Source: an optimization exercise on an open RTL-to-GDS flow (aim: small area). Production flows keep margins and buffers that such runs may drop. RTL that was checked went through simulation tests only; none was proved equivalent to the original. No functional check of the RTL was part of run 1. The flow treats the clock pin as an ideal source, which a real chip does not have. No activity file was given, so power comes from the tool's default toggle rates.

$ cat flow/config.mk
export PLATFORM = sky130hd
export DESIGN_NAME = keyscan
export DESIGN_NICKNAME = keyscan
export VERILOG_FILES = /design/flow/design.v
export SDC_FILE = /design/flow/constraint.sdc
export NUM_CORES = 4
export LEC_CHECK = 0
export CAP_MARGIN = 20
export CORE_MARGIN = 2
export CORE_UTILIZATION = 70
export SLEW_MARGIN = 20
$ cat flow/constraint.sdc
create_clock -name core_clock -period 10.0 [get_ports {clk}]
set_input_delay 2.0000 -clock core_clock [delete_from_list [all_inputs] [get_ports {clk}]]
set_output_delay 2.0000 -clock core_clock [all_outputs]
set_load 0.01 [all_outputs]
$ cat flow/design.v
module keyscan(
  input         clk,
  input         rst,
  input         psel,
  input         pwrite,
  input         penable,
  input  [5:0]  paddr,
  input  [31:0] pwdata,
  output [31:0] prdata,
  output        irq,
  input  [7:0]  ks_in,
  output [17:0] ks_out,
  output [17:0] ks_oe
);
  localparam [2:0] S_IDLE = 3'd0, S_SINT = 3'd1, S_ROW = 3'd2, S_DEB = 3'd3, S_WAIT = 3'd4;
  wire wr_en = psel & penable & pwrite;
  wire rd_en = psel & ~penable & ~pwrite;
  wire a0 = paddr == 6'd0;
  wire a1 = paddr == 6'd1;
  wire a2 = paddr == 6'd2;
  wire a3 = paddr == 6'd3;
  wire a4 = paddr == 6'd4;
  wire a5 = paddr == 6'd5;
  wire a6 = paddr == 6'd6;
  wire a7 = paddr == 6'd7;
  wire a8 = paddr == 6'd8;
  wire wr0 = wr_en & a0;
  wire wr1 = wr_en & a1;
  wire wr2 = wr_en & a2;
  wire wr3 = wr_en & a3;
  reg        ks_en, wk_en, int_en, ksf, ksif, pol, clr_key;
  reg [17:0] ksoe;
  reg [7:0]  ksie;
  reg [3:0]  sint_v, rint_v, deb_v;
  reg        irq_r;
  always @(posedge clk) begin
    if (rst) begin
      ks_en <= 1'b0;
      wk_en <= 1'b0;
      ksoe <= 18'h0;
      ksie <= 8'h0;
      int_en <= 1'b0;
      ksf <= 1'b0;
      ksif <= 1'b0;
      pol <= 1'b0;
      clr_key <= 1'b0;
      sint_v <= 4'h8;
      rint_v <= 4'h0;
      deb_v <= 4'h4;
    end else begin
      if (wr0) begin
        ks_en <= pwdata[0];
        wk_en <= pwdata[1];
      end else if (irq_r & ~wk_en)
        ks_en <= 1'b0;
      if (wr1) begin
        ksoe <= pwdata[25:8];
        ksie <= pwdata[7:0];
      end
      if (wr2) int_en <= pwdata[0];
      if (wr2 & pwdata[1]) ksf <= 1'b0;
      else ksf <= ksf | irq_r;
      if (wr2 & pwdata[2]) ksif <= 1'b0;
      else if (irq_r) ksif <= int_en;
      if (wr3) begin
        pol <= pwdata[13];
        sint_v <= pwdata[11:8];
        rint_v <= pwdata[7:4];
        deb_v <= pwdata[3:0];
      end
      clr_key <= wr3 & pwdata[12];
    end
  end
  reg  [2:0]  st;
  reg  [4:0]  idx;         
  reg  [15:0] cnt;         
  reg         from_deb;    
  reg  [7:0]  ks_in_d, ks_in_dd;
  reg  [7:0]  cur_d;
  reg  [7:0]  key_curinfo_n;   
  reg         key_vld;
  reg         int_trig;
  reg  [1:0]  int_dly;
  reg         oe_hot, out_hot, out_bg;
  reg  [143:0] rows;      
  reg  [3:0]  hs_ph;
  wire        m_ack = hs_ph == 4'd8;
  wire        kvr = hs_ph == 4'd4;
  wire s0 = st == S_IDLE;
  wire s1 = st == S_SINT;
  wire s2 = st == S_ROW;
  wire s3 = st == S_DEB;
  wire s4 = st == S_WAIT;
  wire [7:0] inp = pol ? ks_in_dd : ~ks_in_dd;
  wire [17:0] hit;
  genvar gi;
  generate
    for (gi = 0; gi < 16; gi = gi + 1) begin : g_hit
      assign hit[gi] = ~idx[4] & (idx[3:0] == gi);
    end
  endgenerate
  assign hit[16] = idx[4] & ~idx[0];
  assign hit[17] = idx[4] & idx[0];
  wire       oe_sel = |(hit & ksoe);
  wire [7:0] key_cur_st = oe_sel ? (ksie & inp) : 8'h0;
  reg  [7:0] row_sel;
  integer si;
  always @(*) begin
    row_sel = 8'h0;
    for (si = 0; si < 18; si = si + 1)
      row_sel = row_sel | ({8{hit[si]}} & rows[si*8 +: 8]);
  end
  wire       neq_pre = oe_sel & |((row_sel ^ inp) & ksie);
  wire [3:0]  lim_v = s1 ? sint_v : deb_v;
  wire        at_lim = cnt == (16'h1 << lim_v);
  wire        s_fin = at_lim;
  wire        step_max = cnt[1];
  wire        deb_act = s3 | (s4 & from_deb);
  wire        key_pulse = s3 & (key_cur_st != cur_d);
  wire        valid_change = deb_act & at_lim & ~key_pulse & neq_pre;
  wire [3:0]  rcnt = (s4 & from_deb) ? 4'h0 : cnt[3:0];
  wire        r_fin = rcnt == rint_v;
  wire        cnt_complt = idx == 5'd17;
  reg [2:0] n;
  always @(*) begin
    n = S_IDLE;
    if (ks_en) begin
      case (st)
        S_IDLE: n = S_SINT;
        S_SINT: n = s_fin ? S_ROW : S_SINT;
        S_ROW:  n = step_max ? (neq_pre ? S_DEB : S_WAIT) : S_ROW;
        S_DEB:  n = (key_pulse | valid_change) ? S_WAIT : S_DEB;
        S_WAIT: n = key_vld ? S_WAIT : cnt_complt ? S_SINT : r_fin ? S_ROW : S_WAIT;
        default: n = S_IDLE;
      endcase
    end
  end
  wire go_sint = n == S_SINT;
  wire go_row = n == S_ROW;
  wire load = (s1 | s4) & go_row;
  wire cnt_run = ks_en & ((s1 & ~s_fin) | (s2 & ~step_max) | (s3 & ~valid_change) |
                          (s4 & ~r_fin & ~go_sint));
  wire [15:0] cnt_in = {cnt[15:4], rcnt};
  always @(posedge clk) begin
    if (rst) begin
      st <= S_IDLE;
      idx <= 5'd0;
      cnt <= 16'h0;
      from_deb <= 1'b0;
      key_vld <= 1'b0;
      int_trig <= 1'b0;
      int_dly <= 2'd0;
    end else begin
      st <= n;
      if (s0 | (s1 & ~go_sint)) idx <= 5'd0;
      else if (s1) idx <= 5'd17;
      else if (s4 & go_row) idx <= idx + 5'd1;
      cnt <= cnt_run ? cnt_in + 16'h1 : 16'h0;
      from_deb <= s3;
      key_vld <= key_vld_nx;
      int_trig <= (s3 & valid_change) | (int_trig & ~(s0 | s1));
      if (s1 & int_trig) int_dly <= 2'd1;
      else if (int_dly != 2'd0) int_dly <= int_dly + 2'd1;
    end
  end
  always @(posedge clk) begin
    ks_in_d <= ks_in;
    ks_in_dd <= ks_in_d;
    cur_d <= key_cur_st;
    if (valid_change) key_curinfo_n <= ~key_cur_st;
  end
  wire [17:0] ksoe_next = {ksoe[0], ksoe[17:1]};
  wire        oe_new = s1 ? ksoe[0] : |(hit & ksoe_next);
  always @(posedge clk or posedge rst) begin
    if (rst) begin
      oe_hot <= 1'b0;
      out_hot <= 1'b0;
      out_bg <= 1'b0;
      irq_r <= 1'b0;
    end else begin
      irq_r <= int_dly == 2'd3;
      if (load) begin
        oe_hot <= oe_new;
        out_hot <= oe_new;
        out_bg <= ~pol;
      end else if (go_sint | n == S_IDLE) begin
        oe_hot <= 1'b0;
        out_hot <= 1'b0;
        out_bg <= ~pol;
      end else if (n == S_WAIT)
        oe_hot <= 1'b0;
    end
  end
  assign ks_oe = {18{oe_hot}} & hit;
  assign ks_out = {18{out_bg}} ^ ({18{out_hot}} & hit);
  wire key_vld_nx = (valid_change & ~wk_en) | (key_vld & ~m_ack);
  always @(posedge clk) begin
    if (rst) hs_ph <= 4'd0;
    else if (hs_ph == 4'd0) hs_ph <= {3'd0, key_vld_nx};
    else if (hs_ph == 4'd11) hs_ph <= key_vld_nx ? 4'd12 : 4'd0;
    else if (hs_ph == 4'd12) hs_ph <= 4'd1;
    else hs_ph <= hs_ph + 4'd1;
  end
  wire       clr = clr_key | rst;
  wire [7:0] wdat = ~({8{clr}} | key_curinfo_n);
  integer ri;
  always @(posedge clk) begin
    for (ri = 0; ri < 18; ri = ri + 1)
      if (clr | (kvr & hit[ri])) rows[ri*8 +: 8] <= wdat;
  end
  wire [31:0] rsel =
    ({32{a0}} & {30'h0, wk_en, ks_en}) |
    ({32{a1}} & {6'h0, ksoe, ksie}) |
    ({32{a2}} & {29'h0, ksif, ksf, int_en}) |
    ({32{a3}} & {18'h0, pol, clr_key, sint_v, rint_v, deb_v}) |
    ({32{a4}} & rows[31:0]) |
    ({32{a5}} & rows[63:32]) |
    ({32{a6}} & rows[95:64]) |
    ({32{a7}} & rows[127:96]) |
    ({32{a8}} & {16'h0, rows[143:128]});
  reg [31:0] prdata_r;
  always @(posedge clk or posedge rst) begin
    if (rst) prdata_r <= 32'h0;
    else if (rd_en) prdata_r <= rsel;
  end
  assign prdata = prdata_r;
  assign irq = irq_r;
endmodule
$ cat flow/flow/run.sh
#!/bin/bash
# The standard layout (standard.sh) with three changes:
#  - synthesis maps the logic with an area-oriented ABC script,
#  - the port buffers use the smallest buffer cell,
#  - the clock tree uses clkbuf_8 buffers on clusters of at most 16 sinks.
set -euo pipefail
W=$PWD
export AREA_ABC_SCRIPT=$W/flow/area.abc
export BUFFER_PORTS_ARGS="-buffer_cell sky130_fd_sc_hd__buf_1"
export CTS_ARGS="-sink_clustering_enable -repair_clock_nets -sink_clustering_size 16 -sink_clustering_max_diameter 60 -buf_list sky130_fd_sc_hd__clkbuf_8 -root_buf sky130_fd_sc_hd__clkbuf_8 -dont_use_dummy_load"
sed "s#SYNTH_SCRIPT=[^ ]*#SYNTH_SCRIPT=$W/flow/synth.tcl#" standard.sh > flow_standard.sh
grep -q "SYNTH_SCRIPT=$W/flow/synth.tcl" flow_standard.sh
bash flow_standard.sh > standard.log 2>&1
$ cat flow/flow/area.abc
strash
balance
rewrite
refactor
balance
rewrite
rewrite -z
balance
refactor -z
rewrite -z
balance
balance
rewrite
refactor
balance
rewrite
rewrite -z
balance
refactor -z
rewrite -z
balance
dch -f
map -a
strash
dch -f
map -a
topo
dnsize -c
$ cat flow/flow/synth.tcl
# synth_recipe.tcl with one change: Yosys's abc pass maps the logic with an
# area-oriented ABC script (flow/area.abc) instead of ORFS's own script.
proc synth {args} { yosys synth -nofsm -noshare {*}$args }
proc abc {args} {
  set i [lsearch -exact $args -script]
  if { $i >= 0 } { lset args [expr {$i + 1}] $::env(AREA_ABC_SCRIPT) }
  yosys abc {*}$args
}
source $::env(SCRIPTS_DIR)/synth.tcl
# left out here: clear keep_hierarchy, flatten, clean up, hide names made inside functions, write 1_2_yosys.v
$ cat flow/standard.sh
#!/bin/bash
# synth_recipe.tcl (not shown) runs the flow's synth.tcl, then flattens the netlist and writes it again
# the make line also repeats each setting of config.mk as NAME=value (left out here)
make -C /OpenROAD-flow-scripts/flow DESIGN_CONFIG=/design/flow/config.mk WORK_HOME=/design/flow/orfs CLKGATE_MAP_FILE= SYNTH_SCRIPT=/design/flow/synth_recipe.tcl "${@:-finish}"
==> summary.md, run 1 <==
| Metric | Value |
|---|---|
| Status | no timing/DRC/antenna violations |
| Tightest Pin Transition | 1.24 ns |
| RSZ-0062 raised after global routing | false |
| Drt via density | 6.89 |
| CTS Buffer Depth | 3 |
| Root Driver | clkbuf_8 |
| CTS buffer count | 23 |
| Hold crit path type | reg2reg |
| GRT overflow | 0 |
| Diodes inserted | 0 |
| Non-Filler Instances | 1661 |
| Crit path DAT | 7.32 ns |
| I/O Buffers | 113 |
| Top-count cell post-synth | nor2_1 |
| # setup viols final | 0 |
| Comb pwr share | 0.071 |
| Post-synthesis cell type count | 38 |
| Synth Register Bits | 290 |
| Detailed Route WL | 40.2 mm |
| FF-to-FF setup slack | 3.11 ns |
| Pin count of the biggest net entering global routing | 58 |
| Max Fclk | 145 MHz |
| Prevailing post-synth register cell | edfxtp_1 |
| Starting Density | 0.709 |
| Residual DRC count | 0 |
| CP max stage cell | nor2_1 |
| Final min period | 6.89 ns |
| DP HPWL | 28.6 mm |
| Top cells by area, synth | edfxtp_1 36%, dfxtp_1 16%, dfrtp_1 7.1% |
| Vias in the first global route | 10500 |
| Slew Limit Headroom | 0.171 |
| Initial antenna violation count | 2 |
| DR iter-0 viols | 1950 |
| H-tree depth | 1 |
| Leading area contributor after synthesis | edfxtp_1 |
| Hold Fails Final Rpt | 0 |
| DP Area | 13700 sq um |
| First-pass iteration count of the detailed router | 6 |
| Die X | 139 um |
| Sequence of cells on the critical path | ha_1 -> clkinv_1 -> nor2_1 -> clkinv_1 -> nor2_1 -> clkinv_1 -> o22ai_1 -> a2111oi_0 -> nand3_1 -> clkinv_1 -> nor3_1 -> xnor2_1 -> nand4_1 -> a2111oi_2 -> nand3_1 -> a21oi_1 -> clkinv_1 -> nand2_1 -> nor2_1 -> o221ai_1 -> nand3_1 -> nor3b_1 |
| Final instance area | 14000 sq um |
| Core area | 17900 sq um |
| DRT antenna net count | 0 |
| Worst setup EP type | register |
| Mapped Area | 12700 sq um |
| Area Growth Syn to Fin | 10.5% |
| Mapped Nets | 1324 |
| Post-synth EDFFs | 152 |
| Crit-path max FO | 16 |
| Via count | 11400 |
| Final net count | 1495 |
| Seq/Total Area, Yosys | 0.591 |
| # hold bufs at CTS | 0 |
| RePlAce Congestion | 1.02 |
| Filler cells | 1236 |
| CTS tree | yes |
| CP most frequent cell | clkinv_1 |
| Net switching power figure | 497 uW |
| Utilization after layout | 0.783 |
| Die Y | 139 um |
| First-pass GRT wire length | 59.9 mm |
| Placed cells | 1636 |
| Worst Setup Start Kind | register |
| Clk pwr share | 0.270 |
| Total GRT Usage | 0.407 |
| VDD IR max | 183 uV |
| Register area | 7510 sq um |
| Top cells by count, synth | 165 x nor2_1, 152 x edfxtp_1, 148 x clkinv_1, 117 x nand2_1 |
| Slowest Stage Delay on Critical Path | 0.75 ns |
| Avg Cell Area, Syn | 10.1 sq um |
| DR WL/cell | 24.2 um |
| Max-slew violations | 0 |
| Clock Sinks | 290 |
| # IOs | 120 |
| Area of the multi-input gates | 4690 sq um |
| Post-CTS resize count | 0 |
| Synth warn | 1 |
| Clock Latency Late Sink | 0.57 ns |
| Sequential power share | 0.659 |
| Crit Path Class | reg2reg |
| Final Total Pwr | 2.07 mW |
| Share of the synthesized area in the top cell type | 0.360 |
| Share of layout cells above drive strength 1 | 0.0538 |
| Pwr Density | 147 nW/um^2 |
| Lkg Pwr | 4.68 nW |
| TNS Setup | 0 ns |
| Worst setup skew after layout | 0.0580 ns |
| Die area | 19200 sq um |
| Internal Pwr Total | 1.57 mW |
| Clk pin slew, worst setup/hold paths | 0.10 ns |
| Worst EP required | 10.43 ns |
| Switching share of power | 0.240 |
| Number of setup buffers added after CTS | 0 |
| Fin crit share | 0.689 |
| Mapped Cells | 1263 |
| Site Rows | 49 |
| FFs w/ async S/R, synth | 0.124 |
| MaxCap Viol Count | 0 |
## power groups by stage
stage / logic, mW / clock network (mW) / registers (mW)
final: 0.147 / 0.559 / 1.36
after global placement: 0.138 / 0 / 1.38
after global routing: 0.158 / 0.593 / 1.37
after detailed placement: 0.142 / 0 / 1.39
after floorplan: 0.0703 / 0 / 1.38
after CTS: 0.143 / 0.554 / 1.36
## state kept, by name, indices dropped and copies added (netlist names), 16 cells and up
signal / count
cnt: 16
prdata_r: 32
ksoe: 18
rows: 144
## cells in the final DEF (no fill, tap or decap), types with 4 or more instances in the layout
| cell | instances |
|---|---|
| a221o_2 | 4 |
| ha_1 | 10 |
| clkbuf_8 | 23 |
| nor4_1 | 4 |
| nor3_2 | 5 |
| nand3_1 | 34 |
| a221oi_1 | 23 |
| xnor2_1 | 9 |
| dfrtp_1 | 36 |
| clkinv_1 | 147 |
| nor3_1 | 24 |
| a32oi_1 | 4 |
| nor2_1 | 160 |
| a31oi_1 | 25 |
| nand4_1 | 19 |
| o21ai_0 | 84 |
| o21ai_1 | 8 |
| buf_4 | 32 |
| o2111ai_1 | 4 |
| a22oi_1 | 102 |
| a21oi_1 | 92 |
| xor2_1 | 36 |
| a2111oi_0 | 6 |
| dfxtp_1 | 102 |
| buf_1 | 113 |
| a211oi_1 | 5 |
| o22ai_1 | 9 |
| edfxtp_1 | 152 |
| nand2_1 | 117 |
| nor2_2 | 4 |
| a41oi_1 | 10 |
## layout make-up
class,instances,share of cell area
flip-flops and latches,290,0.535
multi-input cells,825,0.334
repair buffers,146,0.0477
inverters,148,0.0396
clock buffers,23,0.0226
well taps,229,0.0204
## cells by family (layout without fill, tap and decap cells)
group / count (synthesis) / in the layout / synth area share
AOI/OAI and AO/OA: 393 / 393 / 0.200
xor gates and xnor gates: 45 / 45 / 0.0310
adders and majority gates: 10 / 10 / 0.00986
buffers and inverters: 148 / 317 / 0.0438
DFF: 290 / 290 / 0.591
and+or+nand+nor: 377 / 377 / 0.124
## metal layers
metal / up-vias / global-route usage / part of all wire
met5: - / 0 / 0.00072
met4: 4 / 0.186 / 0.057
met3: 195 / 0.101 / 0.15
met2: 1005 / 0.624 / 0.44
met1: 5277 / 0.559 / 0.35
li1: 4962 / - / -
## stage by stage
stage / setup WS [ns] / hold WS, ns
after floorplan: 4.15 / 0.310
after global placement: 3.27 / 0.310
after detailed placement: 3.11 / 0.314
after CTS: 3.05 / 0.331
after global routing: 2.56 / 0.335
final: 3.11 / 0.328
## path summary, 6_finish.rpt
kind,startpoint,end,cells past startpoint
setup / recovery,idx[0],cnt[11],22
hold / removal,ks_in_d[3],ks_in_dd[3],0
setup reg to reg,idx[0],cnt[11],22
hold reg to reg,ks_in_d[3],ks_in_dd[3],0
max in group asynchronous,rst,prdata_r[30],4
min in group asynchronous,rst,prdata_r[25],3
## worst max-delay path, delay by kind of cell (launching register included)
| kind | cells | cell delay, ns |
|---|---|---|
| compound gates | 5 | 1.36 |
| flops | 1 | 0.42 |
| buf+inv | 5 | 1.10 |
| simple gates | 10 | 3.55 |
| fa+ha+maj | 1 | 0.18 |
| xor+xnor | 1 | 0.18 |
==> inputs of run 2 (changes only) <==
--- a/flow/design.v
+++ b/flow/design.v
@@ -77,7 +77,7 @@
   reg         from_deb;    
   reg  [7:0]  ks_in_d, ks_in_dd;
   reg  [7:0]  cur_d;
-  reg  [7:0]  key_curinfo_n;   
+  reg  [7:0]  key_curinfo;
   reg         key_vld;
   reg         int_trig;
   reg  [1:0]  int_dly;
@@ -167,7 +167,7 @@
     ks_in_d <= ks_in;
     ks_in_dd <= ks_in_d;
     cur_d <= key_cur_st;
-    if (valid_change) key_curinfo_n <= ~key_cur_st;
+    if (valid_change) key_curinfo <= key_cur_st;
   end
   wire [17:0] ksoe_next = {ksoe[0], ksoe[17:1]};
   wire        oe_new = s1 ? ksoe[0] : |(hit & ksoe_next);
@@ -202,7 +202,7 @@
     else hs_ph <= hs_ph + 4'd1;
   end
   wire       clr = clr_key | rst;
-  wire [7:0] wdat = ~({8{clr}} | key_curinfo_n);
+  wire [7:0] wdat = clr ? 8'h0 : key_curinfo;
   integer ri;
   always @(posedge clk) begin
     for (ri = 0; ri < 18; ri = ri + 1)
==> flow/flow/run.sh (replaced) <==
#!/bin/bash
# The standard layout (standard.sh) with three changes:
#  - synthesis maps the logic with an area-oriented ABC script,
#  - the port buffers use the smallest buffer cell,
#  - the clock tree uses clkbuf_8 buffers on clusters of at most 16 sinks.
set -euo pipefail
W=$PWD
export AREA_ABC_SCRIPT=$W/flow/area.abc
export BUFFER_PORTS_ARGS="-buffer_cell sky130_fd_sc_hd__buf_1"
export CTS_ARGS="-sink_clustering_enable -repair_clock_nets -buf_list {sky130_fd_sc_hd__clkbuf_4 sky130_fd_sc_hd__clkbuf_8 sky130_fd_sc_hd__clkbuf_16} -dont_use_dummy_load"
sed "s#SYNTH_SCRIPT=[^ ]*#SYNTH_SCRIPT=$W/flow/synth.tcl#" standard.sh > flow_standard.sh
grep -q "SYNTH_SCRIPT=$W/flow/synth.tcl" flow_standard.sh
bash flow_standard.sh > standard.log 2>&1
==> run 2 against run 1 <==
Routed wire length increased by 6.5%. Hold slack about the same. Synthesized area is 0.13% higher. Sequential share of layout area is 1.6 points lower. Sequential power hardly changed. Total power grew 19%. Still clean. Core utilization rose by 2.4 points. Clock-buffer cell count is 7 higher. Combinational power increased by 5%. Via count increased by 1.6%.
==> summary.md, run 2 <==
| Metric | Value |
|---|---|
| Top cells by count, synth | 175 x nor2_1, 158 x clkinv_1, 152 x edfxtp_1, 115 x nand2_1, 106 x a22oi_1 |
| Cell depth of the worst flop-to-flop path | 18 (-18%) |
| FF-to-FF setup slack | 3.80 ns (+0.70 ns) |
| Crit-path max FO | 12 (-4) |
| Post-synthesis mux area share | 0 (unchanged) |
| Crit Path Class | reg2reg |
| Final Total Pwr | 2.46 mW (+19%) |
| Most frequent cells in the layout | 169 x nor2_1, 157 x clkinv_1, 152 x edfxtp_1 |
| DR WL/cell | 25.7 um (+6.1%) |
| Setup WS pre-CTS | 4.13 ns (+1.02 ns) |
| Synth warn | 1 (unchanged) |
| Reg-to-reg critical path endpoint | cnt[6] |
| Top-count cell post-synth | nor2_1 |
| Clk pin slew, worst setup/hold paths | 0.06 ns (-0.04 ns) |
| FFs w/ async S/R, synth | 0.124 (unchanged) |
| Hold wc startpoint | ks_in_d[4] |
| Main combinational cell family by area after synthesis | compound AO/OA/AOI/OAI gates |
| Mapped Nets | 1330 (+0.45%) |
| Post-synth EDFFs | 152 (unchanged) |
| DRT antenna net count | 0 (unchanged) |
| Residual DRC count | 0 (unchanged) |
| MaxCap Viol Count | 0 (unchanged) |
| Die X | 139 um (about the same) |
| Total GRT Usage | 0.436 (+0.0286) |
| Starting Density | 0.710 (+0.000909) |
| Share of layout cells above drive strength 1 | 0.0556 (+0.00186) |
| Post-synthesis cell type count | 37 (-2.6%) |
| CTS Buffer Depth | 3 (unchanged) |
| Via count | 11600 (+1.6%) |
| Final hold slack | 0.328 ns (-0.000293 ns) |
| # setup viols final | 0 (unchanged) |
| Prevailing post-synth register cell | edfxtp_1 |
| WHS Endpoint | ks_in_dd[4] |
| Worst setup skew after layout | 0.0692 ns (+0.0113 ns) |
| Worst EP required | 10.40 ns (-0.03 ns) |
| VDD IR max | 187 uV (+2.1%) |
| Hold crit path type | reg2reg |
| Diodes inserted | 0 (unchanged) |
| Utilization after layout | 0.807 (+0.0238) |
| Worst setup margin | 3.80 ns (+0.699 ns) |
| Pwr Density | 170 nW/um^2 (+16%) |
| Clock Latency Late Sink | 0.58 ns (about the same) |
| Detailed Route WL | 42.9 mm (+6.5%) |
| DP HPWL | 28.9 mm (+0.84%) |
| I/O Buffers | 113 (unchanged) |
| Clock Sinks | 290 (unchanged) |
| Simple-gate share of the synthesized area | 0.127 (+0.00240) |
| Leading area contributor after synthesis | edfxtp_1 |
| Drt via density | 6.98 (+1.3%) |
| Pin count of the biggest net entering global routing | 79 (+36%) |
| Compound-Gate Fraction of Synth Area | 0.189 (-0.0107) |
| Synth Register Bits | 290 (unchanged) |
| RSZ-0062 raised after global routing | false |
| RePlAce Congestion | 1.03 (+0.43%) |
| Crit path DAT | 6.60 ns (-0.72 ns) |
| Mapped Cells | 1269 (+0.48%) |
| GRT overflow | 0 (unchanged) |
| Share of the synthesized area in the top cell type | 0.359 (-0.000460) |
| Core area | 17900 sq um (unchanged) |
| Die area | 19300 sq um (+0.13%) |
| Final min period | 6.20 ns (-0.699 ns) |
| Post-CTS resize count | 0 (unchanged) |
| Vias in the first global route | 11200 (+6.4%) |
| Top cells by area, synth | edfxtp_1 36%, dfxtp_1 16%, dfrtp_1 7.1% |
| Area share of fa/ha/maj cells after synthesis | 0.00984 (-0.0000126) |
| First-pass GRT wire length | 63.6 mm (+6.3%) |
| Site Rows | 49 (unchanged) |
| Max-slew violations | 0 (unchanged) |
| Avg Cell Area, Syn | 10.0 sq um (-0.35%) |
| Hold Crit Depth | 0 (unchanged) |
| Seq/Total Area, Yosys | 0.591 (-0.000757) |
| Status | no timing/DRC/antenna violations |
| Lkg Pwr | 4.85 nW (+3.8%) |
| H-tree depth | 1 (unchanged) |
| CTS buffer count | 30 (+30%) |
| DR iter-0 viols | 1738 (-11%) |
| Worst setup EP type | register |
| Slew Limit Headroom | 0.138 (-0.0326) |
| Max Fclk | 161 MHz (+11%) |
| Register name with the most flops | rows |
| Biggest registers after layout | rows (144), prdata_r (32), ksoe (18) |
| # hold bufs at CTS | 0 (unchanged) |
| Synth Area in XOR/XNOR | 0.0372 (+0.00616) |
| Root Driver | clkbuf_16 |
| CTS tree | yes |
| Fin crit share | 0.620 (-0.0699) |
| Leading cell type in the layout, fill and taps excluded | nor2_1 |
| Die Y | 139 um (about the same) |
| Final net count | 1501 (+0.40%) |
| Tightest Pin Transition | 1.28 ns (+0.0449 ns) |
| # IOs | 120 (unchanged) |
| RR Startpoint | idx[0] |
| Max reg flops | 144 (unchanged) |
| Initial antenna violation count | 0 (-2) |
| First-pass iteration count of the detailed router | 7 (+1) |
| Area Growth Syn to Fin | 13.7% |
| Worst Setup Start Kind | register |
| Hold Fails Final Rpt | 0 (unchanged) |
| Number of setup buffers added after CTS | 0 (unchanged) |
| Mapped Area | 12700 sq um (+0.13%) |
| TNS Setup | 0 ns (unchanged) |
run 2: cell type report:
| class | instances | area (sq um) |
|---|---|---|
| Clock buffer | 30 | 751 |
| Fill cell | 1157 | 3450 |
| Inverter | 158 | 593 |
| Multi-Input combinational cell | 821 | 4690 |
| Sequential cell | 290 | 7510 |
| Tap cell | 229 | 287 |
| Timing Repair Buffer | 139 | 619 |
run 2: worst max-delay path, stage by stage (launching register included):
cell and delay, ns:
dfxtp_1 0.36, clkinv_1 0.13, ha_1 0.16, nand2_1 0.11
nor2_1 0.89, clkinv_1 0.47, o22ai_1 0.31, a2111oi_0 0.10
nand3_1 0.37, nand3_1 0.29, xor2_1 0.23, nand4_1 0.19
nor3_1 0.53, nor2_1 0.08, nor2_1 0.84, nor2_1 0.11
o311ai_2 0.52, buf_4 0.28, nor3b_1 0.07
run 2: worst max-delay path by stage:
stage | startpoint | end | slack, ns | depth (start not counted)
floorplan | pwrite | prdata_r[2] | 4.13 | 4
global placement | idx[2] | cnt[8] | 4.01 | 18
detailed placement | idx[2] | cnt[2] | 4.13 | 19
CTS | idx[2] | cnt[2] | 4.07 | 18
global route | idx[0] | cnt[2] | 3.49 | 23
finish | idx[0] | cnt[6] | 3.80 | 18
run 2: kinds of logic (layout without fill, tap and decap cells):
kind of cell | count (synthesis) | count (layout)
AOI/OAI and AO/OA | 371 | 371
xor gates and xnor gates | 54 | 54
adders and majority gates | 10 | 10
buffers and inverters | 158 | 327
DFF | 290 | 290
and+or+nand+nor | 386 | 386
run 2: where the power goes:
group	switching, mW	leakage [nW]	total [mW]	internal, mW
sequential	0.0454	2.73	1.37	1.33
clock	0.413	0.370	0.934	0.521
combinational	0.108	1.75	0.154	0.0462
run 2: per-layer routing:
metal  share of wire  GRT usage  vias to the layer above
li1                -          -                     4962
met5               0          0                        -
met1            0.34      0.572                     5395
met3            0.15      0.121                      255
met4           0.075      0.250                        0
met2            0.43      0.661                     1017
run 2: stage by stage:
stage,std cells,cell area [sq um]
2_1_floorplan,1269,12700
3_3_place_gp,1635,13600
3_5_place_dp,1636,13700
4_1_cts,1666,14400
5_1_grt,1667,14500
6_report,1667,14500
==> inputs of run 3 (changes only) <==
--- a/flow/flow/run.sh
+++ b/flow/flow/run.sh
@@ -7,7 +7,7 @@
 W=$PWD
 export AREA_ABC_SCRIPT=$W/flow/area.abc
 export BUFFER_PORTS_ARGS="-buffer_cell sky130_fd_sc_hd__buf_1"
-export CTS_ARGS="-sink_clustering_enable -repair_clock_nets -buf_list {sky130_fd_sc_hd__clkbuf_4 sky130_fd_sc_hd__clkbuf_8 sky130_fd_sc_hd__clkbuf_16} -dont_use_dummy_load"
+export CTS_ARGS="-sink_clustering_enable -repair_clock_nets -sink_clustering_size 26 -sink_clustering_max_diameter 60 -buf_list sky130_fd_sc_hd__clkbuf_16 -root_buf sky130_fd_sc_hd__clkbuf_16 -dont_use_dummy_load"
 sed "s#SYNTH_SCRIPT=[^ ]*#SYNTH_SCRIPT=$W/flow/synth.tcl#" standard.sh > flow_standard.sh
 grep -q "SYNTH_SCRIPT=$W/flow/synth.tcl" flow_standard.sh
 bash flow_standard.sh > standard.log 2>&1
==> run 3 against run 2 <==
First-iteration DRC count increased by 13%. Combinational power about the same. Sequential share of layout area up 1.1 points. Worst setup slack worse by 0.055 ns. Global-route usage down 0.42 points. Core utilization fell by 1.7 points. Sequential cell count did not move. Critical path type unchanged.
==> summary.md, run 3 <==
| Metric | Value |
|---|---|
| Top cells by count, synth | 175 x nor2_1, 158 x clkinv_1, 152 x edfxtp_1, 115 x nand2_1, 106 x a22oi_1 |
| DR WL/cell | 25.5 um (-0.86%) |
| Hold crit path type | reg2reg |
| Die X | 139 um (unchanged) |
| Most frequent cells in the layout | 169 x nor2_1, 157 x clkinv_1, 152 x edfxtp_1 |
| RePlAce Congestion | 1.03 (unchanged) |
| Post-CTS resize count | 0 (unchanged) |
| Share of the synthesized area in the top cell type | 0.359 (unchanged) |
| Sequential power share | 0.621 (+0.063) |
| Post-synthesis cell type count | 37 (unchanged) |
| Worst setup EP type | register |
| Top-count cell post-synth | nor2_1 |
| Root Driver | clkbuf_16 |
| # hold bufs at CTS | 0 (unchanged) |
| TNS Setup | 0 ns (unchanged) |
| Comb pwr share | 0.070 (+0.007) |
| I/O Buffers | 113 (unchanged) |
| Worst EP required | 10.37 ns (-0.03 ns) |
| Lkg Pwr | 4.70 nW (-3.2%) |
| Hold Fails Final Rpt | 0 (unchanged) |
| Slowest Stage Delay on Critical Path | 0.90 ns (about the same) |
| Core area | 17900 sq um (unchanged) |
| DP HPWL | 28.9 mm (unchanged) |
| VDD IR max | 182 uV (-2.7%) |
| Max reg flops | 144 (unchanged) |
| Diodes inserted | 0 (unchanged) |
| Die Y | 139 um (unchanged) |
| FFs w/ async S/R, synth | 0.124 (unchanged) |
| Clock Sinks | 290 (unchanged) |
| Vias in the first global route | 11000 (-1.9%) |
| Biggest registers after layout | rows (144), prdata_r (32), ksoe (18) |
| Crit path max-delay family | simple AND/OR/NAND/NOR gates |
| Crit path DAT | 6.62 ns (+0.02 ns) |
| Seq/Total Area, Yosys | 0.591 (unchanged) |
| Bufs and invs on worst path | 4 (+1) |
| Fin crit share | 0.625 (+0.00552) |
| # setup viols final | 0 (unchanged) |
| First-pass GRT wire length | 62.9 mm (-1.2%) |
| Synth Register Bits | 290 (unchanged) |
| Switching share of power | 0.234 (+0.00371) |
| DRT antenna net count | 0 (unchanged) |
| Max-slew violations | 0 (unchanged) |
| Filler cells | 1196 (+3.4%) |
| Total GRT Usage | 0.432 (-0.00423) |
| Status | no timing/DRC/antenna violations |
| Area of the multi-input gates | 4690 sq um (unchanged) |
| Residual DRC count | 0 (unchanged) |
| Crit Path Class | reg2reg |
| GRT overflow | 0 (unchanged) |
| Share of layout cells above drive strength 1 | 0.0470 (-0.00862) |
| Number of setup buffers added after CTS | 0 (unchanged) |
| RSZ-0062 raised after global routing | false |
| Mapped Cells | 1269 (unchanged) |
| Clock Latency Late Sink | 0.53 ns (-0.05 ns) |
| CTS Buffer Depth | 3 (unchanged) |
| Synth warn | 1 (unchanged) |
| Slew Limit Headroom | 0.155 (+0.0164) |
| Tightest Pin Transition | 1.26 ns (-0.0244 ns) |
| Drt via density | 6.98 (about the same) |
| Detailed Route WL | 42.2 mm (-1.6%) |
| Initial antenna violation count | 0 (unchanged) |
| Via count | 11500 (-0.76%) |
| H-tree depth | 1 (unchanged) |
| Avg Cell Area, Syn | 10.0 sq um (unchanged) |
| CP max stage cell | nor2_1 |
| Register area | 7510 sq um (unchanged) |
| Worst setup margin | 3.75 ns (-0.0552 ns) |
| Crit-path max FO | 12 (unchanged) |
| CTS buffer count | 18 (-40%) |
| Die area | 19300 sq um (unchanged) |
| Mapped Nets | 1330 (unchanged) |
| Post-synth EDFFs | 152 (unchanged) |
| Starting Density | 0.710 (unchanged) |
| Register name with the most flops | rows |
| Clk pwr share | 0.310 (-0.069) |
| CP most frequent cell | nor2_1 |
| Leading area contributor after synthesis | edfxtp_1 |
| Net switching power figure | 516 uW (-8.8%) |
| Prevailing post-synth register cell | edfxtp_1 |
| Mapped Area | 12700 sq um (unchanged) |
| Site Rows | 49 (unchanged) |
| Final min period | 6.25 ns (+0.0552 ns) |
| Top cells by area, synth | edfxtp_1 36%, dfxtp_1 16%, dfrtp_1 7.1% |
| Internal Pwr Total | 1.69 mW (-11%) |
| # IOs | 120 (unchanged) |
| Max Fclk | 160 MHz (-0.88%) |
| Clk pin slew, worst setup/hold paths | 0.09 ns (+0.03 ns) |
| Setup WS pre-CTS | 4.13 ns (unchanged) |
| Area Growth Syn to Fin | 11.3% |
| Leading cell type in the layout, fill and taps excluded | nor2_1 |
| Worst setup skew after layout | 0.0535 ns (-0.0158 ns) |
| Pwr Density | 156 nW/um^2 (-8.3%) |
| CTS tree | yes |
| Final net count | 1488 (-0.87%) |
| Sequence of cells on the critical path | clkinv_1 -> ha_1 -> nand2_1 -> nor2_1 -> clkinv_1 -> o22ai_1 -> a2111oi_0 -> nand3_1 -> clkinv_1 -> nor3_1 -> xnor2_1 -> nand3_1 -> nor3_1 -> nor2_1 -> nor2_1 -> nor2_1 -> o311ai_2 -> buf_4 -> nor3b_1 |
| Worst Setup Start Kind | register |
| MaxCap Viol Count | 0 (unchanged) |
| Pin count of the biggest net entering global routing | 79 (unchanged) |
| DR iter-0 viols | 1962 (+13%) |
| First-pass iteration count of the detailed router | 6 (-1) |
[run 3: cell counts after synthesis]
No cell type changed its count.
[run 3: layer usage]
metal / track usage / share of wire
met1: 0.576 / 0.34
met2: 0.655 / 0.44
met3: 0.108 / 0.15
met4: 0.243 / 0.076
met5: 0 / 0
[run 3: area by class of cell]
type                       count  area share
clock buffer                  18      0.0318
multi-input combinational    821       0.332
timing repair buffer         138      0.0433
tap                          229      0.0203
inverter                     158      0.0419
sequential                   290       0.531
[run 3: cells by family after synthesis]
group / synth area share
AOI/OAI and AO/OA: 0.189
xor gates and xnor gates: 0.0372
adders and majority gates: 0.00984
buffers and inverters: 0.0467
DFF: 0.591
and+or+nand+nor: 0.127
[run 3: path summary, 6_finish.rpt]
| path | to | slack, ns | startpoint | depth (start not counted) |
|---|---|---|---|---|
| min in group asynchronous | prdata_r[1] | 1.96 | rst | 4 |
| max in group asynchronous | prdata_r[18] | 7.38 | rst | 4 |
| worst max-delay path | cnt[2] | 3.75 | idx[0] | 19 |
| worst min register to register | ks_in_dd[0] | 0.32 | ks_in_d[0] | 0 |
| worst max register to register | cnt[2] | 3.75 | idx[0] | 19 |
| worst min-delay path | ks_in_dd[0] | 0.32 | ks_in_d[0] | 0 |
[run 3: stage by stage]
stage | cells | util | hold WS (ns) | power (mW) | area (sq um)
2_1_floorplan | 1269 | - | 0.310 | 1.46 | 12700
3_3_place_gp | 1635 | 0.762 | 0.310 | 1.53 | 13600
3_5_place_dp | 1636 | 0.763 | 0.314 | 1.54 | 13700
4_1_cts | 1654 | 0.788 | 0.314 | 2.20 | 14100
5_1_grt | 1654 | 0.790 | 0.328 | 2.26 | 14100
6_report | 1654 | 0.790 | 0.320 | 2.21 | 14100
[run 3: power by group through the flow]
stage / sequential (mW) / combinational (mW) / clock (mW)
2_1_floorplan: 1.39 / 0.0719 / 0
3_3_place_gp: 1.39 / 0.142 / 0
3_5_place_dp: 1.39 / 0.147 / 0
4_1_cts: 1.37 / 0.149 / 0.683
5_1_grt: 1.38 / 0.165 / 0.719
6_report: 1.37 / 0.154 / 0.684
==> inputs of run 4 (changes only) <==
==> flow/flow/run.sh (replaced) <==
#!/bin/bash
# The standard layout (standard.sh) with three changes:
#  - synthesis maps the logic with an area-oriented ABC script,
#  - the port buffers use the smallest buffer cell,
#  - the clock tree uses clkbuf_8 buffers on clusters of at most 16 sinks,
#  - after global routing, gates off the critical paths are downsized (RECOVER_POWER).
set -euo pipefail
W=$PWD
export AREA_ABC_SCRIPT=$W/flow/area.abc
export RECOVER_POWER=100
export BUFFER_PORTS_ARGS="-buffer_cell sky130_fd_sc_hd__buf_1"
export CTS_ARGS="-sink_clustering_enable -repair_clock_nets -sink_clustering_size 16 -sink_clustering_max_diameter 60 -buf_list sky130_fd_sc_hd__clkbuf_8 -root_buf sky130_fd_sc_hd__clkbuf_8 -dont_use_dummy_load"
sed "s#SYNTH_SCRIPT=[^ ]*#SYNTH_SCRIPT=$W/flow/synth.tcl#" standard.sh > flow_standard.sh
grep -q "SYNTH_SCRIPT=$W/flow/synth.tcl" flow_standard.sh
bash flow_standard.sh > standard.log 2>&1
==> run 4 against run 3 <==
Now fails the layout checks on capacitance limit, slew limit. Synthesized area is the same. Cell count grew 0.24%. Cell area down 2.0%. Total power shrank 6.1%. Sequential share of layout area is 1.1 points higher. Clock power fell by 19%. Largest cell class unchanged.
==> summary.md, run 4 <==
| Metric | Value |
|---|---|
| Status | finished with violations |
| Layout Check Fails | capacitance limit, slew limit |
| Detailed Route WL | 41.8 mm (-0.91%) |
| Clk pwr share | 0.266 (-0.044) |
| Share of layout cells above drive strength 1 | 0.0238 (-0.0232) |
| Worst setup margin | 3.03 ns (-0.720 ns) |
| Filler cells | 1268 (+6.0%) |
| DP HPWL | 28.9 mm (unchanged) |
| Max Fclk | 143 MHz (-10%) |
| Most frequent cells in the layout | 175 x nor2_1, 158 x clkinv_1, 152 x edfxtp_1 |
| DRT antenna net count | 0 (unchanged) |
| First-pass GRT wire length | 61.8 mm (-1.7%) |
| MaxCap Viol Count | 19 (+19) |
| Avg Cell Area, Syn | 10.0 sq um (unchanged) |
| Via count | 11400 (-1.1%) |
| Register name with the most flops | rows |
| CP max stage cell | clkbuf_1 |
| Core area | 17900 sq um (unchanged) |
| Post-CTS resize count | 0 (unchanged) |
| Initial antenna violation count | 0 (unchanged) |
| GRT overflow | 0 (unchanged) |
| First-pass iteration count of the detailed router | 8 (+2) |
| VDD IR max | 175 uV (-4.1%) |
| Top cells by area, synth | edfxtp_1 36%, dfxtp_1 16%, dfrtp_1 7.1% |
| DR iter-0 viols | 1959 (-0.15%) |
| Synth Register Bits | 290 (unchanged) |
| Biggest registers after layout | rows (144), prdata_r (32), ksoe (18) |
| Crit path DAT | 7.40 ns (+0.78 ns) |
| Slew Limit Headroom | -1.59 (-1.74) |
| # setup viols final | 0 (unchanged) |
| Clock Sinks | 290 (unchanged) |
| Register area | 7510 sq um (unchanged) |
| Starting Density | 0.710 (unchanged) |
| Pwr Density | 150 nW/um^2 (-4.1%) |
| Leading area contributor after synthesis | edfxtp_1 |
| Clk pin slew, worst setup/hold paths | 0.09 ns (about the same) |
| Die area | 19300 sq um (unchanged) |
| Mapped Cells | 1269 (unchanged) |
| Diodes inserted | 0 (unchanged) |
| Worst setup skew after layout | 0.0960 ns (+0.0425 ns) |
| Comb pwr share | 0.073 (+0.003) |
| Crit-path max FO | 78 (+66) |
| Vias in the first global route | 10900 (-0.42%) |
| Site Rows | 49 (unchanged) |
| Utilization after layout | 0.774 (-0.0159) |
| Sequence of cells on the critical path | buf_1 -> clkbuf_1 -> clkinv_1 -> clkbuf_1 -> o311ai_0 -> clkbuf_1 -> nor3b_1 |
| Max-slew violations | 311 (+311) |
| Synth warn | 1 (unchanged) |
| Sequential power share | 0.661 (+0.040) |
| Tightest Pin Transition | 3.88 ns (+2.62 ns) |
| Worst setup EP type | register |
| Switching share of power | 0.244 (+0.0102) |
| Met2 GRT Util | 0.647 (-0.00808) |
| Post-synth EDFFs | 152 (unchanged) |
| Prevailing post-synth register cell | edfxtp_1 |
| RePlAce Congestion | 1.03 (unchanged) |
| Top cells by count, synth | 175 x nor2_1, 158 x clkinv_1, 152 x edfxtp_1, 115 x nand2_1, 106 x a22oi_1 |
| Final net count | 1492 (+0.27%) |
| Pin count of the biggest net entering global routing | 79 (unchanged) |
| Residual DRC count | 0 (unchanged) |
| Post-synthesis cell type count | 37 (unchanged) |
| Net switching power figure | 506 uW (-2.0%) |
| CTS buffer count | 22 (+4) |
| Top-count cell post-synth | nor2_1 |
| Grt met1 use | 0.567 (-0.00901) |
| Final hold slack | 0.328 ns (+0.00749 ns) |
| Internal Pwr Total | 1.57 mW (-7.3%) |
| Bufs and invs on worst path | 5 (+1) |
| Max reg flops | 144 (unchanged) |
| Die Y | 139 um (unchanged) |
| GRT Max-Usage Layer | met2 |
| CTS tree | yes |
| DR WL/cell | 25.2 um (-1.1%) |
| Lkg Pwr | 4.55 nW (-3.2%) |
| # hold bufs at CTS | 0 (unchanged) |
| RSZ-0062 raised after global routing | false |
| Met3 usage | 0.108 (-0.000345) |
| Clock Latency Late Sink | 0.59 ns (+0.06 ns) |
| # IOs | 120 (unchanged) |
| I/O Buffers | 113 (unchanged) |
| FFs w/ async S/R, synth | 0.124 (unchanged) |
| Leading cell type in the layout, fill and taps excluded | nor2_1 |
| Area of the multi-input gates | 4630 sq um (-1.3%) |
| Total GRT Usage | 0.424 (-0.00773) |
| TNS Setup | 0 ns (unchanged) |
| Area Growth Syn to Fin | 9.02% |
| Hold Fails Final Rpt | 0 (unchanged) |
| Fin crit share | 0.697 (+0.0720) |
| Worst EP required | 10.43 ns (+0.06 ns) |
| Final min period | 6.97 ns (+0.720 ns) |
| Final Total Pwr | 2.08 mW (-6.1%) |
| H-tree depth | 1 (unchanged) |
| Crit Path Class | in2reg |
| CTS Buffer Depth | 3 (unchanged) |
| Slowest Stage Delay on Critical Path | 2.71 ns (+1.81 ns) |
| Setup WS pre-CTS | 4.13 ns (unchanged) |
| Seq/Total Area, Yosys | 0.591 (unchanged) |
| Root Driver | clkbuf_8 |
| Worst Setup Start Kind | input pin |
| Mapped Nets | 1330 (unchanged) |
| Mapped Area | 12700 sq um (unchanged) |
| Share of the synthesized area in the top cell type | 0.359 (unchanged) |
| Number of setup buffers added after CTS | 0 (unchanged) |
| Hold crit path type | reg2reg |
| CP most frequent cell | clkbuf_1 |
| Die X | 139 um (unchanged) |
| Crit path max-delay family | buffers and inverters |
| Drt via density | 6.89 (-1.3%) |
-- run 4: area by class of cell --
cell class	count	area share
multi-input cells	821	0.334
clock buffers	22	0.0219
repair buffers	138	0.0387
well taps	229	0.0207
inverters	158	0.0428
flip-flops and latches	290	0.542
-- run 4: metal layers --
metal	wire length, um	vias up
li1	-	4940
met1	14500	5227
met2	18300	1019
met3	6060	230
met4	2900	0
met5	0	-
-- run 4: worst paths after layout --
check,depth (start not counted),startpoint,endpoint,slack (ns)
max,7,rst,cnt[6],3.03
min,0,ks_in_d[6],ks_in_dd[6],0.33
max reg2reg,23,idx[2],cnt[6],3.13
min reg2reg,0,ks_in_d[6],ks_in_dd[6],0.33
max in group asynchronous,4,rst,prdata_r[24],4.39
min in group asynchronous,4,rst,prdata_r[1],3.33
-- run 4: power by group through the flow --
stage	Clock, mW	Combinational (mW)	Sequential, mW
2_1_floorplan	0	0.0719	1.39
3_3_place_gp	0	0.142	1.39
3_5_place_dp	0	0.147	1.39
4_1_cts	0.546	0.149	1.37
5_1_grt	0.584	0.162	1.38
6_report	0.552	0.152	1.37
-- run 4: per-stage QoR --
stage | area (sq um) | std cells
2_1_floorplan | 12700 | 1269
3_3_place_gp | 13600 | 1635
3_5_place_dp | 13700 | 1636
4_1_cts | 14000 | 1658
5_1_grt | 13900 | 1658
6_report | 13900 | 1658
-- run 4: cell families after synthesis --
group | after synthesis | share of synthesized area
compound gates | 371 | 0.189
xor+xnor | 54 | 0.0372
fa+ha+maj | 10 | 0.00984
buf+inv | 158 | 0.0467
flops | 290 | 0.591
simple gates | 386 | 0.127
==> inputs of run 5 (changes only) <==
==> flow/flow/run.sh (replaced) <==
#!/bin/bash
# The standard layout (standard.sh) with four changes:
#  - synthesis maps the logic with an area-oriented ABC script,
#  - the port buffers use the smallest buffer cell,
#  - the clock tree uses clkbuf_8 buffers on clusters of at most 16 sinks,
#  - after clock tree synthesis, gates off the critical paths are downsized
#    (flow/post_cts.tcl).
set -euo pipefail
W=$PWD
export AREA_ABC_SCRIPT=$W/flow/area.abc
export POST_CTS_TCL=$W/flow/post_cts.tcl
export BUFFER_PORTS_ARGS="-buffer_cell sky130_fd_sc_hd__buf_1"
export CTS_ARGS="-sink_clustering_enable -repair_clock_nets -sink_clustering_size 16 -sink_clustering_max_diameter 60 -buf_list sky130_fd_sc_hd__clkbuf_8 -root_buf sky130_fd_sc_hd__clkbuf_8 -dont_use_dummy_load"
sed "s#SYNTH_SCRIPT=[^ ]*#SYNTH_SCRIPT=$W/flow/synth.tcl#" standard.sh > flow_standard.sh
grep -q "SYNTH_SCRIPT=$W/flow/synth.tcl" flow_standard.sh
bash flow_standard.sh > standard.log 2>&1
==> flow/flow/post_cts.tcl (new file) <==
# Area recovery after clock tree synthesis: downsize gates off the critical
# paths, then repair any slew or capacitance violations this leaves and
# legalise the placement again. Global routing repairs the design once more
# with routed parasitics.
log_cmd estimate_parasitics -placement
log_cmd repair_timing -recover_power 100 -verbose
log_cmd repair_design -slew_margin 20 -cap_margin 20 -verbose
log_cmd detailed_placement
check_placement -verbose
==> run 5 against run 4 <==
Now clean on timing, DRC and antenna. Critical endpoint unchanged. Highest routed layer unchanged. Fmax is 4.1% higher. Via count rose by 1.3%. Cell area increased by 1.5%. Core utilization increased by 1.1 points. Critical path type is now reg2reg. Register-to-register slack better by 0.18 ns. Sequential power hardly changed. Die area stayed put. Synthesized cell count did not move. Sequential cell count unchanged. Clock-buffer cell count unchanged. Cell count increased by 0.90%. Combinational power rose by 5%.
==> summary.md, run 5 <==
| Metric | Value |
|---|---|
| Status | no timing/DRC/antenna violations |
| Clock Latency Late Sink | 0.60 ns (about the same) |
| Lkg Pwr | 4.65 nW (+2.3%) |
| Hold Fails Final Rpt | 0 (unchanged) |
| TNS Setup | 0 ns (unchanged) |
| Top cells by count, synth | 175 x nor2_1, 158 x clkinv_1, 152 x edfxtp_1, 115 x nand2_1, 106 x a22oi_1 |
| Post-synthesis cell type count | 37 (unchanged) |
| Crit Path Class | reg2reg |
| Leading cell type in the layout, fill and taps excluded | nor2_1 |
| Tightest Pin Transition | 1.25 ns (-2.63 ns) |
| Fin crit share | 0.669 (-0.0276) |
| Die Y | 139 um (unchanged) |
| Starting Density | 0.710 (unchanged) |
| # IOs | 120 (unchanged) |
| Post-synth EDFFs | 152 (unchanged) |
| Diodes inserted | 0 (unchanged) |
| I/O Buffers | 113 (unchanged) |
| Switching share of power | 0.244 (+0.000482) |
| Final instance area | 14100 sq um (+1.5%) |
| Sequential power share | 0.659 (-0.002) |
| Detailed Route WL | 42.2 mm (+0.91%) |
| Final Total Pwr | 2.08 mW (+0.26%) |
| Crit path DAT | 7.06 ns (-0.34 ns) |
| Clock Sinks | 290 (unchanged) |
| Clk pin slew, worst setup/hold paths | 0.09 ns (about the same) |
| Mapped Nets | 1330 (unchanged) |
| Die X | 139 um (unchanged) |
| First-pass iteration count of the detailed router | 11 (+3) |
| Cell depth of the worst flop-to-flop path | 19 (-17%) |
| Register name with the most flops | rows |
| Pin count of the biggest net entering global routing | 43 (-46%) |
| Pwr Density | 148 nW/um^2 (-1.2%) |
| Filler cells | 1225 (-3.4%) |
| Worst setup EP type | register |
| Biggest registers after layout | rows (144), prdata_r (32), ksoe (18) |
| Area Growth Syn to Fin | 10.6% |
| Drt via density | 6.91 (+0.42%) |
| DP Area | 13700 sq um (unchanged) |
| FF-to-FF setup slack | 3.31 ns (+0.18 ns) |
| Max-slew violations | 0 (-100%) |
| Avg Cell Area, Syn | 10.0 sq um (unchanged) |
| Non-Filler Instances | 1673 (+0.90%) |
| Vias in the first global route | 11000 (+0.65%) |
| Prevailing post-synth register cell | edfxtp_1 |
| VDD IR max | 173 uV (-0.68%) |
| RSZ-0062 raised after global routing | false |
| DP HPWL | 28.9 mm (unchanged) |
| Crit-path max FO | 12 (-85%) |
| Final net count | 1507 (+1.0%) |
| Placed cells | 1636 (unchanged) |
| Synth Register Bits | 290 (unchanged) |
| Worst Setup Start Kind | register |
| Clk pwr share | 0.265 (about the same) |
| Worst EP required | 10.37 ns (-0.06 ns) |
| First-pass GRT wire length | 62.1 mm (+0.56%) |
| Leading area contributor after synthesis | edfxtp_1 |
| Max reg flops | 144 (unchanged) |
| Site Rows | 49 (unchanged) |
| Core area | 17900 sq um (unchanged) |
| GRT overflow | 0 (unchanged) |
| Net switching power figure | 509 uW (+0.46%) |
| DR WL/cell | 25.2 um (about the same) |
| Max Fclk | 149 MHz (+4.1%) |
| Worst setup skew after layout | 0.104 ns (+0.00821 ns) |
| Comb pwr share | 0.076 (+0.003) |
| Top-count cell post-synth | nor2_1 |
| Hold crit path type | reg2reg |
| Utilization after layout | 0.785 (+0.0114) |
| Synth warn | 1 (unchanged) |
| Die area | 19300 sq um (unchanged) |
| Seq/Total Area, Yosys | 0.591 (unchanged) |
| DRT antenna net count | 0 (unchanged) |
| Total GRT Usage | 0.427 (+0.00258) |
| Hold Crit Depth | 0 (unchanged) |
| Mapped Cells | 1269 (unchanged) |
| Share of layout cells above drive strength 1 | 0.0422 (+0.0185) |
| Top cells by area, synth | edfxtp_1 36%, dfxtp_1 16%, dfrtp_1 7.1% |
| Via count | 11600 (+1.3%) |
| DR iter-0 viols | 1855 (-5.3%) |
| Mapped Area | 12700 sq um (unchanged) |
| Initial antenna violation count | 0 (unchanged) |
| Internal Pwr Total | 1.57 mW (+0.20%) |
| Most frequent cells in the layout | 169 x nor2_1, 158 x clkinv_1, 152 x edfxtp_1 |
| FFs w/ async S/R, synth | 0.124 (unchanged) |
| Final min period | 6.69 ns (-0.276 ns) |
| RePlAce Congestion | 1.03 (unchanged) |
| Residual DRC count | 0 (unchanged) |
| # setup viols final | 0 (unchanged) |
| Slew Limit Headroom | 0.164 (+1.75) |
| MaxCap Viol Count | 0 (-19) |
| Share of the synthesized area in the top cell type | 0.359 (unchanged) |
| CTS tree | yes |
## run 5: cell types whose count changed in the layout (fill, tap and decap cells not counted), sizes merged
cell | previous run | this run
buf | 118 | 132
clkbuf | 42 | 43
## run 5: stage by stage
| stage | setup slack, ns | hold WS, ns |
|---|---|---|
| final | 3.31 | 0.330 |
| after global routing | 2.95 | 0.338 |
| after detailed placement | 4.13 | 0.314 |
| after global placement | 4.01 | 0.310 |
| after floorplan | 4.13 | 0.310 |
## run 5: power groups by stage
stage                     sequential [mW]  clock (mW)  combinational (mW)
after global routing                 1.37       0.583               0.169
after detailed placement             1.39           0               0.147
final                                1.37       0.552               0.159
after floorplan                      1.39           0              0.0719
after global placement               1.39           0               0.142
## run 5: final timing paths
| kind | startpoint | endpoint |
|---|---|---|
| max in group asynchronous | rst | prdata_r[24] |
| max reg2reg | idx[2] | cnt[6] |
| min reg2reg | ks_in_d[6] | ks_in_dd[6] |
| max | idx[2] | cnt[6] |
| min in group asynchronous | rst | prdata_r[9] |
| min | ks_in_d[6] | ks_in_dd[6] |
## run 5: worst max-delay path, stage by stage, from the launching register on
cell       delay, ns
dfxtp_1         0.40
clkinv_1        0.16
nor2_1          0.17
clkinv_1        0.13
nor2_1          0.95
clkinv_1        0.39
o22ai_1         0.25
a2111oi_0       0.09
nand3_1         0.38
clkinv_1        0.17
nor3_1          0.40
xnor2_1         0.18
nand3_1         0.08
nor3_1          0.44
nor2_1          0.08
nor2_1          0.87
nor2_1          0.08
o311ai_1        0.71
clkbuf_1        0.52
nor3b_1         0.10
## run 5: per-layer routing
layer	wire [um]	global-route usage	up-vias
met5	0	0	-
met4	2960	0.229	0
met3	6500	0.116	258
met2	18400	0.655	1055
met1	14300	0.561	5279
li1	-	-	4976
## run 5: cells by family after synthesis
kind of cell | count (synthesis) | share of synthesized area
adder cells (fa/ha/maj) | 10 | 0.00984
AND/OR/NAND/NOR | 386 | 0.127
XOR/XNOR | 54 | 0.0372
flip-flops | 290 | 0.591
AO/OA/AOI/OAI | 371 | 0.189
buffers and inverters | 158 | 0.0467
## run 5: area by class of cell
type	count	area [sq um]	share of cell area
repair buffers	153	708	0.0504
inverters	158	593	0.0422
clock buffers	22	303	0.0215
multi-input cells	821	4660	0.332
well taps	229	287	0.0204
flip-flops and latches	290	7510	0.534

-- separate check: timing with driven ports --
In the flow no input, the clock included, has a driving cell. The finished layouts below were timed again as built, in two steps. Step 1 assumes that a clkbuf_16 drives the clock port and a buf_2 every other input. Step 2 moves the port delays by t, midway between the first and last clock arrival at a register: inputs arrive t later, outputs are due t later. That takes back most of the time a late clock gives input paths. Three values: ideal, step 1, step 2; two values: the first two.
run | t, ns | setup slack, ns | hold WS [ns] | worst setup path at the end
run 1 | 0.581 | 3.105 / 3.105 / 3.105 | 0.328 / 0.328 / 0.328 | register to register
run 2 | 0.593 | 3.804 / 3.804 / 3.804 | 0.328 / 0.328 / 0.328 | register to register
run 3 | 0.547 | 3.749 / 3.749 / 3.749 | 0.320 / 0.320 / 0.320 | register to register
run 4 | 0.590 | 3.030 / 3.053 / 2.463 | 0.328 / 0.328 / 0.328 | input to register
run 5 | 0.585 | 3.306 / 3.306 / 3.306 | 0.330 / 0.330 / 0.330 | register to register
For run 4, which loses most, drivers alone change the setup slack by +0.023 ns; drivers and shift together by -0.567 ns.
